From an optimization exercise on the open Yosys and OpenROAD flow, aimed at small area; shortcuts taken in it are not production practice. Function was checked by simulation only, so behaviour that the tests miss may differ from the original.

## run a
==> flow/design.v (excerpt) <==
module tresholding #
(
    parameter ADC_WIDTH = 14
)
(
    input                                   clk,
    input                                   rst,
    input  signed [ADC_WIDTH-1:0]           detail_level,
    input  [31:0]                           gpio_cfg,
    input  [31:0]                           gpio_cfg_2,
    input  [27:0]                           multresult,
    output [ADC_WIDTH-1:0]                  threshold_detail_level,
    output [ADC_WIDTH-1:0]                  median_out,
    output [ADC_WIDTH-1:0]                  threshold_out_dbg,
    output [5:0]                            universal_threshold_constant_level_1,
    output [5:0]                            universal_threshold_constant_level_2,
    output [31:0]                           window_len,
    output                                  window_len_valid,
    output                                  denoise_lvl_1,
    output                                  denoise_lvl_2,
    output                                  reconsruct_lvl_2
);
For scale: about 3400 cells after synthesis, ~450 flip-flops, roughly 200 I/O pins.
Settings: LEC_CHECK=0, CAP_MARGIN=20, CORE_MARGIN=2, CORE_UTILIZATION=40, PLACE_DENSITY=0.6, SLEW_MARGIN=20; clock period 8.0 ns.
run.sh (not shown) runs the stock make flow with config.mk's settings and CLKGATE_MAP_FILE= SYNTH_SCRIPT=/design/flow/synth_recipe.tcl, a recipe that flattens the netlist after the stock synthesis.
Run a: flow complete, layout not clean; failing: negative setup slack
Modified inputs, run b compared to run a
--- a/flow/design.v
+++ b/flow/design.v
@@ -80,12 +80,14 @@
     reg         cancel;          
     reg  [17:0] run_min;
     reg  [2:0]  run_idx;
     wire        young  = (y_all != 3'd5);
     wire        frozen = (ph == 3'd1) || (ph == 3'd2) || (ph == 3'd3);
     wire        start_long = (ph == 3'd0) & wend & ~young;
+    wire        cnt_clr = ~frozen & wend & young;
+    wire        cnt_en  = ~frozen & ~wend;
     wire [2:0]  y_all_nx = wend ? 3'd0 : ((y_all == 3'd5) ? 3'd5 : y_all + 3'd1);
     wire [2:0]  y_ge_nx [0:7];
     wire [2:0]  sd [0:7];
     wire [7:0]  sa_nx;
     genvar k;
     generate
@@ -95,52 +97,48 @@
             assign sd[k] = sx[4] ? -sx[2:0] : sx[2:0];
             assign y_ge_nx[k] = wend ? 3'd0 : y_ge[k] + {2'd0, ge[k]};
             always @(posedge clk) begin
                 y_ge[k] <= y_ge_nx[k];
                 if (ph == 3'd3)
                     cnt_ge[k] <= {15'd0, y_ge_nx[k]};
-                else if (!frozen) begin
-                    if (wend) begin
-                        if (young)
-                            cnt_ge[k] <= 18'd0;
-                    end else
-                        cnt_ge[k] <= cnt_ge[k] + {17'd0, ge[k]};
-                end
+                else if (cnt_clr)
+                    cnt_ge[k] <= 18'd0;
+                else
+                    cnt_ge[k] <= cnt_ge[k] + {17'd0, ge[k] & cnt_en};
             end
         end
     endgenerate
     always @(posedge clk) begin
         y_all <= y_all_nx;
         if (ph == 3'd3)
             cnt_all <= {15'd0, y_all_nx};
-        else if (!frozen) begin
-            if (wend) begin
-                if (young)
-                    cnt_all <= 18'd0;
-            end else
-                cnt_all <= cnt_all + 18'd1;
-        end
+        else if (cnt_clr)
+            cnt_all <= 18'd0;
+        else
+            cnt_all <= cnt_all + {17'd0, cnt_en};
     end
     always @(posedge clk) begin
         if (rst)
             ph <= 3'd0;
         else if (ph == 3'd0)
             ph <= start_long ? 3'd1 : 3'd0;
         else
             ph <= (ph == 3'd4) ? 3'd0 : ph + 3'd1;
     end
     wire [17:0] lb0 = cnt_ge[{ph[1:0], 1'b0}];
     wire [17:0] lb1 = cnt_ge[{ph[1:0], 1'b1}];
-    wire [17:0] ls0 = cnt_all - lb0;
-    wire [17:0] ls1 = cnt_all - lb1;
-    wire [18:0] lx0 = {1'b0, lb0} - {1'b0, ls0};
-    wire [18:0] lx1 = {1'b0, lb1} - {1'b0, ls1};
-    wire        la0 = ~lx0[18];
-    wire        la1 = ~lx1[18];
-    wire [17:0] ld0 = la0 ? lx0[17:0] : (18'd0 - lx0[17:0]);
-    wire [17:0] ld1 = la1 ? lx1[17:0] : (18'd0 - lx1[17:0]);
+    wire [19:0] lu0 = {1'b0, lb0, 1'b0} - {2'b0, cnt_all};
+    wire [19:0] lu1 = {1'b0, lb1, 1'b0} - {2'b0, cnt_all};
+    wire [17:0] lv0 = cnt_all - {lb0[16:0], 1'b0};
+    wire [17:0] lv1 = cnt_all - {lb1[16:0], 1'b0};
+    wire        lw0 = lb0 > cnt_all;
+    wire        lw1 = lb1 > cnt_all;
+    wire        la0 = lw0 ? (~lu0[19] & lu0[18]) : ~lu0[19];
+    wire        la1 = lw1 ? (~lu1[19] & lu1[18]) : ~lu1[19];
+    wire [17:0] ld0 = la0 ? lu0[17:0] : lv0;
+    wire [17:0] ld1 = la1 ? lu1[17:0] : lv1;
     wire        lc  = ld0 <= ld1;
     wire [17:0] lpd = lc ? ld0 : ld1;
     wire [2:0]  lpi = {ph[1:0], ~lc};
     always @(posedge clk) begin
         if (ph == 3'd0) begin
             run_min <= lpd;
@@ -321,13 +319,12 @@
         bs_median <= bs_median_nx;
     end
     assign median_out = {3'd0, med};
     wire lock_median_posedge = lock_median & ~lock_median_s1;
     reg         lock_threshold;
     reg  [13:0] thr_pos;
-    wire [13:0] thr_neg = 14'd0 - thr_pos;
     always @(posedge clk) begin
         if (rst)
             lock_threshold <= 1'b0;
         else if (lock_median_posedge && one_time_lock)
             lock_threshold <= 1'b1;
         else if (release_median)
@@ -335,16 +332,19 @@
     end
     always @(posedge clk) begin
         if (~lock_threshold)
             thr_pos <= multresult[17:4];
     end
     reg  [13:0] soft_r, hard_r, thr_out;
-    wire        pass = detail_level[13] ? ($signed(detail_level) <= $signed(thr_neg))
-                                        : ($signed(detail_level) >= $signed(thr_pos));
-    wire [13:0] soft_val = detail_level - (detail_level[13] ? thr_neg : thr_pos);
+    wire        dneg = detail_level[13];
+    wire [14:0] thr_x = {thr_pos[13], thr_pos} ^ {15{~dneg}};
+    wire [14:0] tsum  = {detail_level[13], detail_level} + thr_x + {14'd0, ~dneg};
+    wire        tsum_lo0 = (tsum[13:0] == 14'd0);
+    wire        p_min = (thr_pos == 14'h2000);
+    wire        pass = dneg ? (tsum_lo0 | (tsum[14] & ~p_min)) : ~tsum[14];
     always @(posedge clk) begin
-        soft_r  <= pass ? soft_val : 14'd0;
+        soft_r  <= pass ? tsum[13:0] : 14'd0;
         hard_r  <= pass ? detail_level : 14'd0;
         thr_out <= soft_or_hard ? soft_r : hard_r;
     end
     assign threshold_detail_level = thr_out;
 endmodule
## What came out
The flow completed for run b, but it is not clean: the layout still shows negative setup slack.
Across both runs, starting DRC count in detailed routing was higher for run b than for run a.
Changes observed in run b relative to run a: core box area now sits lower; maximum fanout encountered on the critical timing path now sits higher.
Final cycle utilization of the critical path is lower on run b
In the metrics for run a and run b, the one carrying the higher summed instance area of the synthesized netlist is run a.
Compare run a and run b | sequential share of layout area higher: run b
There was hardly any difference in hold slack between run b and run a.
Taking run a as 1.0, run b lands at 0.915 on via count of the first global-routing pass.


The RTL this note starts from:
==> flow/design.v <==
`timescale 1ns / 1ps
module tresholding #
(
    parameter ADC_WIDTH = 14
)
(
    input                                   clk,
    input                                   rst,
    input  signed [ADC_WIDTH-1:0]           detail_level,
    input  [31:0]                           gpio_cfg,
    input  [31:0]                           gpio_cfg_2,
    input  [27:0]                           multresult,
    output [ADC_WIDTH-1:0]                  threshold_detail_level,
    output [ADC_WIDTH-1:0]                  median_out,
    output [ADC_WIDTH-1:0]                  threshold_out_dbg,
    output [5:0]                            universal_threshold_constant_level_1,
    output [5:0]                            universal_threshold_constant_level_2,
    output [31:0]                           window_len,
    output                                  window_len_valid,
    output                                  denoise_lvl_1,
    output                                  denoise_lvl_2,
    output                                  reconsruct_lvl_2
);
    wire [16:0] window_size_cfg = gpio_cfg_2[16:0];
    wire        soft_or_hard    = gpio_cfg[31];
    wire        one_time_lock   = gpio_cfg[17];
    wire        release_median  = gpio_cfg[18];
    wire        denoised_en     = gpio_cfg[14];
    assign universal_threshold_constant_level_1 = gpio_cfg[30:25];
    assign universal_threshold_constant_level_2 = gpio_cfg[24:19];
    assign denoise_lvl_1    = gpio_cfg[14];
    assign denoise_lvl_2    = gpio_cfg[15];
    assign reconsruct_lvl_2 = gpio_cfg[16];
    assign window_len       = {15'd0, window_size_cfg};
    assign window_len_valid = 1'b1;
    assign threshold_out_dbg = multresult[17:4];
    wire [13:0] dabs = detail_level[13] ? (14'd0 - detail_level) : detail_level;
    reg  [7:0]  ge;         
    reg         bs_ge;      
    wire [10:0] bs_median_nx;
    reg  [10:0] bs_median;
    always @(posedge clk) begin
        ge[0] <= |dabs[13:3];
        ge[1] <= |dabs[13:4];
        ge[2] <= |dabs[13:5];
        ge[3] <= |dabs[13:6];
        ge[4] <= |dabs[13:7];
        ge[5] <= |dabs[13:8];
        ge[6] <= |dabs[13:9];
        ge[7] <= |dabs[13:10];
        bs_ge <= dabs >= {3'd0, bs_median_nx};
    end
    reg  [16:0] rst_cnt;
    wire        wend = (rst_cnt == 17'd0);
    reg         ms_not_first;
    reg  [4:0]  vpipe;       
    always @(posedge clk) begin
        if (rst)
            rst_cnt <= 17'd0;
        else if (wend | ~denoised_en)
            rst_cnt <= window_size_cfg;
        else
            rst_cnt <= rst_cnt - 17'd1;
    end
    always @(posedge clk) begin
        if (rst) begin
            ms_not_first <= 1'b0;
            vpipe        <= 5'd0;
        end else begin
            ms_not_first <= 1'b1;
            vpipe        <= {vpipe[3:0], ms_not_first & wend};
        end
    end
    reg  [17:0] cnt_all;
    reg  [17:0] cnt_ge [0:7];
    reg  [2:0]  y_all;           
    reg  [1:0]  y_ge [0:7];
    reg  [7:0]  a_or_b;
    reg  [2:0]  ph;              
    reg         cancel;          
    reg  [17:0] run_min;
    reg  [2:0]  run_idx;
    wire        young  = (y_all != 3'd4);
    wire        frozen = (ph == 3'd1) || (ph == 3'd2) || (ph == 3'd3);
    wire        start_long = (ph == 3'd0) & wend & ~young;
    wire        cnt_clr = ~frozen & wend & young;
    wire        cnt_en  = ~frozen & ~wend;
    wire [2:0]  y_all_nx = wend ? 3'd0 : ((y_all == 3'd4) ? 3'd4 : y_all + 3'd1);
    wire [1:0]  y_ge_nx [0:7];
    wire [7:0]  smid;
    wire [7:0]  sa_nx;
    genvar k;
    generate
        for (k = 0; k < 8; k = k + 1) begin : srch
            assign sa_nx[k] = {y_ge[k], 1'b0} >= y_all;
            assign smid[k] = (y_all[1:0] == 2'd2) ? (y_ge[k] == 2'd1) :
                             (y_all[1:0] == 2'd3) ? (y_ge[k] == 2'd1 || y_ge[k] == 2'd2) : 1'b1;
            assign y_ge_nx[k] = wend ? 2'd0 : y_ge[k] + {1'd0, ge[k]};
            always @(posedge clk) begin
                y_ge[k] <= y_ge_nx[k];
                if (ph == 3'd3)
                    cnt_ge[k] <= {16'd0, y_ge_nx[k]};
                else if (cnt_clr)
                    cnt_ge[k] <= 18'd0;
                else
                    cnt_ge[k] <= cnt_ge[k] + {17'd0, ge[k] & cnt_en};
            end
        end
    endgenerate
    always @(posedge clk) begin
        y_all <= y_all_nx;
        if (ph == 3'd3)
            cnt_all <= {15'd0, y_all_nx};
        else if (cnt_clr)
            cnt_all <= 18'd0;
        else
            cnt_all <= cnt_all + {17'd0, cnt_en};
    end
    always @(posedge clk) begin
        if (rst)
            ph <= 3'd0;
        else if (ph == 3'd0)
            ph <= start_long ? 3'd1 : 3'd0;
        else
            ph <= (ph == 3'd4) ? 3'd0 : ph + 3'd1;
    end
    reg  [17:0] lb0, lb1;
    always @(*) begin
        case (ph[1:0])
            2'd0:    begin lb0 = cnt_ge[0]; lb1 = cnt_ge[1]; end
            2'd1:    begin lb0 = cnt_ge[2]; lb1 = cnt_ge[3]; end
            2'd2:    begin lb0 = cnt_ge[4]; lb1 = cnt_ge[5]; end
            default: begin lb0 = cnt_ge[6]; lb1 = cnt_ge[7]; end
        endcase
    end
    wire [19:0] ly0 = {1'b0, lb0, 1'b0} + {2'b11, ~cnt_all};
    wire [19:0] ly1 = {1'b0, lb1, 1'b0} + {2'b11, ~cnt_all};
    wire [19:0] lu0 = ly0 + 20'd1;
    wire [19:0] lu1 = ly1 + 20'd1;
    wire        lw0 = lb0 > cnt_all;
    wire        lw1 = lb1 > cnt_all;
    wire        la0 = lw0 ? (~lu0[19] & lu0[18]) : ~lu0[19];
    wire        la1 = lw1 ? (~lu1[19] & lu1[18]) : ~lu1[19];
    wire [17:0] ld0 = la0 ? lu0[17:0] : ~ly0[17:0];
    wire [17:0] ld1 = la1 ? lu1[17:0] : ~ly1[17:0];
    wire        lc  = ld0 <= ld1;
    wire [17:0] lpd = lc ? ld0 : ld1;
    wire [2:0]  lpi = {ph[1:0], ~lc};
    reg  [17:0] pair_min;
    reg  [2:0]  pair_idx;
    wire        pair_lt = pair_min < run_min;
    always @(posedge clk) begin
        pair_min <= lpd;
        pair_idx <= lpi;
        if ((ph == 3'd1) || pair_lt) begin
            run_min <= pair_min;
            run_idx <= pair_idx;
        end
    end
    wire [17:0] fin_min = pair_lt ? pair_min : run_min;
    wire [2:0]  fin_idx = pair_lt ? pair_idx : run_idx;
    always @(posedge clk) begin
        if (ph == 3'd0)
            cancel <= 1'b0;
        else if (wend)
            cancel <= 1'b1;
    end
    always @(posedge clk) begin
        if (start_long || (frozen && !cancel)) begin
            a_or_b[{ph[1:0], 1'b0}] <= la0;
            a_or_b[{ph[1:0], 1'b1}] <= la1;
        end
        if (wend && young)
            a_or_b <= sa_nx;
    end
    reg  [2:0]  i30;
    always @(*) begin
        casez (smid)
            8'b???????1: i30 = 3'd0;
            8'b??????10: i30 = 3'd1;
            8'b?????100: i30 = 3'd2;
            8'b????1000: i30 = 3'd3;
            8'b???10000: i30 = 3'd4;
            8'b??100000: i30 = 3'd5;
            8'b?1000000: i30 = 3'd6;
            8'b10000000: i30 = 3'd7;
            default:     i30 = 3'd0;
        endcase
    end
    wire        min_le1 = |smid;
    reg  [3:0]  pd1, pd2, pd3, pd4, pd5;
    always @(posedge clk) begin
        pd1 <= {i30, min_le1};
        pd2 <= pd1;
        pd3 <= pd2;
        pd4 <= pd3;
        pd5 <= (ph == 3'd4) ? {fin_idx, fin_min[13:1] == 13'd0} : pd4;
    end
    wire        min_valid = vpipe[4];
    wire [2:0]  min_index = pd5[3:1];
    wire        min_flag  = pd5[0];
    localparam IDLE = 2'd0, CAL1 = 2'd1, CAL2 = 2'd2, CAVG = 2'd3;
    reg  [1:0]  state;
    reg         lock_median;
    reg  [2:0]  sidx;           
    reg         sa;             
    reg         reset_median;
    reg         bs_not_first;
    reg         iter_nz;
    reg  [3:0]  rcode;          
    reg  [10:0] flow;           
    reg  [13:0] bsx;            
    reg         bsa;            
    reg         mm_flag;        
    reg  [13:0] prev_bsd;
    reg  [10:0] med;
    wire        go = min_valid & ~lock_median & (state == IDLE);
    wire [10:0] smi = 11'd8 << sidx;
    wire        reset_bs = (state == CAVG) & ~lock_median;
    wire [10:0] half_rng = (rcode == 4'd0) ? 11'd0 : (11'd1 << (rcode - 4'd1));
    wire [10:0] mid = flow | half_rng;
    assign bs_median_nx = rst ? 11'd0 : (reset_bs ? mid : bs_median);
    always @(posedge clk) begin
        if (rst)
            state <= IDLE;
        else case (state)
            IDLE: if (go) state <= CAL1;
            CAL1: state <= CAL2;
            CAL2: state <= CAVG;
            default: state <= IDLE;
        endcase
    end
    always @(posedge clk) begin
        if (min_valid)
            sidx <= min_index;
        if (go)
            sa <= a_or_b[min_index];
    end
    always @(posedge clk) begin
        if (rst)
            reset_median <= 1'b0;
        else if (min_valid & iter_nz) begin
            if (state == CAL1)
                reset_median <= 1'b0;
            if ((state == IDLE) && (sidx != min_index))
                reset_median <= 1'b1;
        end
    end
    always @(posedge clk) begin
        if (state == CAL1) begin
            if (~reset_median & bs_not_first) begin
                iter_nz <= 1'b1;
                rcode   <= rcode - 4'd1;
                if (bsa)
                    flow <= bs_median;
            end else begin
                iter_nz <= 1'b0;
                rcode   <= {1'b0, sidx} + 4'd2 + {3'd0, sa};
                flow    <= (sa ? 11'd8 : 11'd4) << sidx;
            end
        end
        if (rst)
            iter_nz <= 1'b0;
    end
    always @(posedge clk) begin
        if (rst)
            bs_not_first <= 1'b0;
        else if (state == CAL1)
            bs_not_first <= 1'b1;
    end
    reg  [17:0] bs_big, bs_sml;
    wire        bs_clr = min_valid | reset_bs;
    wire [13:0] bsd = bsa ? bsx : (14'd0 - bsx);
    wire [18:0] bsx_nx = {1'b0, bs_big} - {1'b0, bs_sml};
    wire        bsa_nx = ~bsx_nx[18];
    always @(posedge clk) begin
        if (rst | bs_clr) begin
            bs_big <= 18'd0;
            bs_sml <= 18'd0;
        end else if (bs_ge)
            bs_big <= bs_big + 18'd1;
        else
            bs_sml <= bs_sml + 18'd1;
    end
    always @(posedge clk) begin
        if (go) begin
            bsx     <= bsx_nx[13:0];
            bsa     <= bsa_nx;
            mm_flag <= min_flag;
        end
    end
    always @(posedge clk) begin
        if (state == CAL1) begin
            if (reset_median | ~bs_not_first) begin
                med      <= smi;
                prev_bsd <= {3'd0, smi};
            end
        end
        if (state == CAL2) begin
            if ((iter_nz && bsd == 14'd0) || bsd == 14'd1) begin
                lock_median <= 1'b1;
                med         <= bs_median;
            end else if (mm_flag) begin
                lock_median <= 1'b1;
                med         <= smi;
            end else if (rcode == 4'd0) begin
                lock_median <= 1'b1;
            end else if (iter_nz && !(prev_bsd < bsd)) begin
                med      <= bs_median;
                prev_bsd <= bsd;
            end
        end
        if (rst) begin
            lock_median <= 1'b0;
            med         <= 11'd0;
        end
    end
    always @(posedge clk) begin
        bs_median <= bs_median_nx;
    end
    assign median_out = {3'd0, med};
    wire lock_median_posedge = lock_median & (state == CAVG);
    reg         lock_threshold;
    reg  [13:0] thr_pos;
    always @(posedge clk) begin
        if (rst)
            lock_threshold <= 1'b0;
        else if (lock_median_posedge && one_time_lock)
            lock_threshold <= 1'b1;
        else if (release_median)
            lock_threshold <= 1'b0;
    end
    always @(posedge clk) begin
        if (~lock_threshold)
            thr_pos <= multresult[17:4];
    end
    reg  [13:0] soft_r, hard_r, thr_out;
    wire        dneg = detail_level[13];
    wire [14:0] thr_x = {thr_pos[13], thr_pos} ^ {15{~dneg}};
    wire [14:0] tsum  = {detail_level[13], detail_level} + thr_x + {14'd0, ~dneg};
    wire        tsum_lo0 = (tsum[13:0] == 14'd0);
    wire        p_min = (thr_pos == 14'h2000);
    wire        pass = dneg ? (tsum_lo0 | (tsum[14] & ~p_min)) : ~tsum[14];
    always @(posedge clk) begin
        soft_r  <= pass ? tsum[13:0] : 14'd0;
        hard_r  <= pass ? detail_level : 14'd0;
        thr_out <= soft_or_hard ? soft_r : hard_r;
    end
    assign threshold_detail_level = thr_out;
endmodule
Settings: LEC_CHECK=0, CAP_MARGIN=20, CORE_MARGIN=2, CORE_UTILIZATION=60, PLACE_DENSITY=0.75, SLEW_MARGIN=20; clock period 8.0 ns.
Rerun with:
--- a/flow/design.v
+++ b/flow/design.v
@@ -132,34 +132,30 @@
             2'd2:    begin lb0 = cnt_ge[4]; lb1 = cnt_ge[5]; end
             default: begin lb0 = cnt_ge[6]; lb1 = cnt_ge[7]; end
         endcase
     end
-    wire [19:0] ly0 = {1'b0, lb0, 1'b0} + {2'b11, ~cnt_all};
-    wire [19:0] ly1 = {1'b0, lb1, 1'b0} + {2'b11, ~cnt_all};
-    wire [19:0] lu0 = ly0 + 20'd1;
-    wire [19:0] lu1 = ly1 + 20'd1;
+    wire [19:0] lu0 = {1'b0, lb0, 1'b0} - {2'b0, cnt_all};
+    wire [19:0] lu1 = {1'b0, lb1, 1'b0} - {2'b0, cnt_all};
+    wire [17:0] lv0 = cnt_all - {lb0[16:0], 1'b0};
+    wire [17:0] lv1 = cnt_all - {lb1[16:0], 1'b0};
     wire        lw0 = lb0 > cnt_all;
     wire        lw1 = lb1 > cnt_all;
     wire        la0 = lw0 ? (~lu0[19] & lu0[18]) : ~lu0[19];
     wire        la1 = lw1 ? (~lu1[19] & lu1[18]) : ~lu1[19];
-    wire [17:0] ld0 = la0 ? lu0[17:0] : ~ly0[17:0];
-    wire [17:0] ld1 = la1 ? lu1[17:0] : ~ly1[17:0];
+    wire [17:0] ld0 = la0 ? lu0[17:0] : lv0;
+    wire [17:0] ld1 = la1 ? lu1[17:0] : lv1;
     wire        lc  = ld0 <= ld1;
     wire [17:0] lpd = lc ? ld0 : ld1;
     wire [2:0]  lpi = {ph[1:0], ~lc};
-    reg  [17:0] pair_min;
-    reg  [2:0]  pair_idx;
-    wire        pair_lt = pair_min < run_min;
-    always @(posedge clk) begin
-        pair_min <= lpd;
-        pair_idx <= lpi;
-        if ((ph == 3'd1) || pair_lt) begin
-            run_min <= pair_min;
-            run_idx <= pair_idx;
+    wire        lt0 = ld0 < run_min;
+    wire        lt1 = ld1 < run_min;
+    wire        upd = (ph == 3'd0) | (lc ? lt0 : lt1);
+    always @(posedge clk) begin
+        if (upd) begin
+            run_min <= lpd;
+            run_idx <= lpi;
         end
     end
-    wire [17:0] fin_min = pair_lt ? pair_min : run_min;
-    wire [2:0]  fin_idx = pair_lt ? pair_idx : run_idx;
     always @(posedge clk) begin
         if (ph == 3'd0)
             cancel <= 1'b0;
         else if (wend)
@@ -193,24 +189,25 @@
         pd1 <= {i30, min_le1};
         pd2 <= pd1;
         pd3 <= pd2;
         pd4 <= pd3;
-        pd5 <= (ph == 3'd4) ? {fin_idx, fin_min[13:1] == 13'd0} : pd4;
+        pd5 <= (ph == 3'd4) ? {run_idx, run_min[13:1] == 13'd0} : pd4;
     end
     wire        min_valid = vpipe[4];
     wire [2:0]  min_index = pd5[3:1];
     wire        min_flag  = pd5[0];
     localparam IDLE = 2'd0, CAL1 = 2'd1, CAL2 = 2'd2, CAVG = 2'd3;
     reg  [1:0]  state;
     reg         lock_median;
+    reg         lock_median_s1;
     reg  [2:0]  sidx;           
     reg         sa;             
     reg         reset_median;
     reg         bs_not_first;
     reg         iter_nz;
     reg  [3:0]  rcode;          
     reg  [10:0] flow;           
-    reg  [13:0] bsx;            
+    reg  [13:0] bsd;            
     reg         bsa;            
     reg         mm_flag;        
     reg  [13:0] prev_bsd;
     reg  [10:0] med;
@@ -269,11 +266,10 @@
             bs_not_first <= 1'b1;
     end
     reg  [17:0] bs_big, bs_sml;
     wire        bs_clr = min_valid | reset_bs;
-    wire [13:0] bsd = bsa ? bsx : (14'd0 - bsx);
-    wire [18:0] bsx_nx = {1'b0, bs_big} - {1'b0, bs_sml};
-    wire        bsa_nx = ~bsx_nx[18];
+    wire        bsa_nx = bs_big >= bs_sml;
+    wire [17:0] bsd_nx = bsa_nx ? (bs_big - bs_sml) : (bs_sml - bs_big);
     always @(posedge clk) begin
         if (rst | bs_clr) begin
             bs_big <= 18'd0;
             bs_sml <= 18'd0;
@@ -283,9 +279,9 @@
             bs_sml <= bs_sml + 18'd1;
     end
     always @(posedge clk) begin
         if (go) begin
-            bsx     <= bsx_nx[13:0];
+            bsd     <= bsd_nx[13:0];
             bsa     <= bsa_nx;
             mm_flag <= min_flag;
         end
     end
@@ -315,12 +311,16 @@
             med         <= 11'd0;
         end
     end
     always @(posedge clk) begin
+        if (rst)
+            lock_median_s1 <= 1'b0;
+        else
+            lock_median_s1 <= lock_median;
         bs_median <= bs_median_nx;
     end
     assign median_out = {3'd0, med};
-    wire lock_median_posedge = lock_median & (state == CAVG);
+    wire lock_median_posedge = lock_median & ~lock_median_s1;
     reg         lock_threshold;
     reg  [13:0] thr_pos;
     always @(posedge clk) begin
         if (rst)
Effect:
- cell area goes up by 3.5%
- sequential share of layout area goes down by 2.4 points
- synthesized cell count goes up by 6.8%
- die area goes up by 3.5%

[what the ideal ports hide]
No port has a modelled driver above. Below, the same layouts with a new extraction and two added sets of constraints. Step 1: set_driving_cell puts a clkbuf_16 on clk and a buf_2 on each other input, an assumption about the parent block. Step 2 adds t to the input delays and takes it off the output delays; t is the mean of the earliest and latest rising clock arrival at the registers after step 1. Input paths then give back, and output paths get back, about the clock's delay inside the block. Slacks: ideal / step 1 / step 2; pairs: ideal / step 1.
run	shift t [ns]	slack for setup (ns)	hold WS [ns]	worst setup path after step 2	clock arrival spread, ns
run a	0.651	-1.056 / -1.056 / -1.056	0.323 / 0.323 / 0.323	register to register	0.040 / 0.039
run b	0.666	-0.052 / -0.052 / -0.052	0.326 / 0.326 / 0.326	register to register	0.062 / 0.063
the first run of note 2	0.639	0.448 / 0.448 / 0.448	0.323 / 0.323 / 0.323	register to register	0.025 / 0.024
the second run of note 2	0.652	0.328 / 0.328 / 0.328	0.326 / 0.326 / 0.326	register to register	0.030 / 0.030
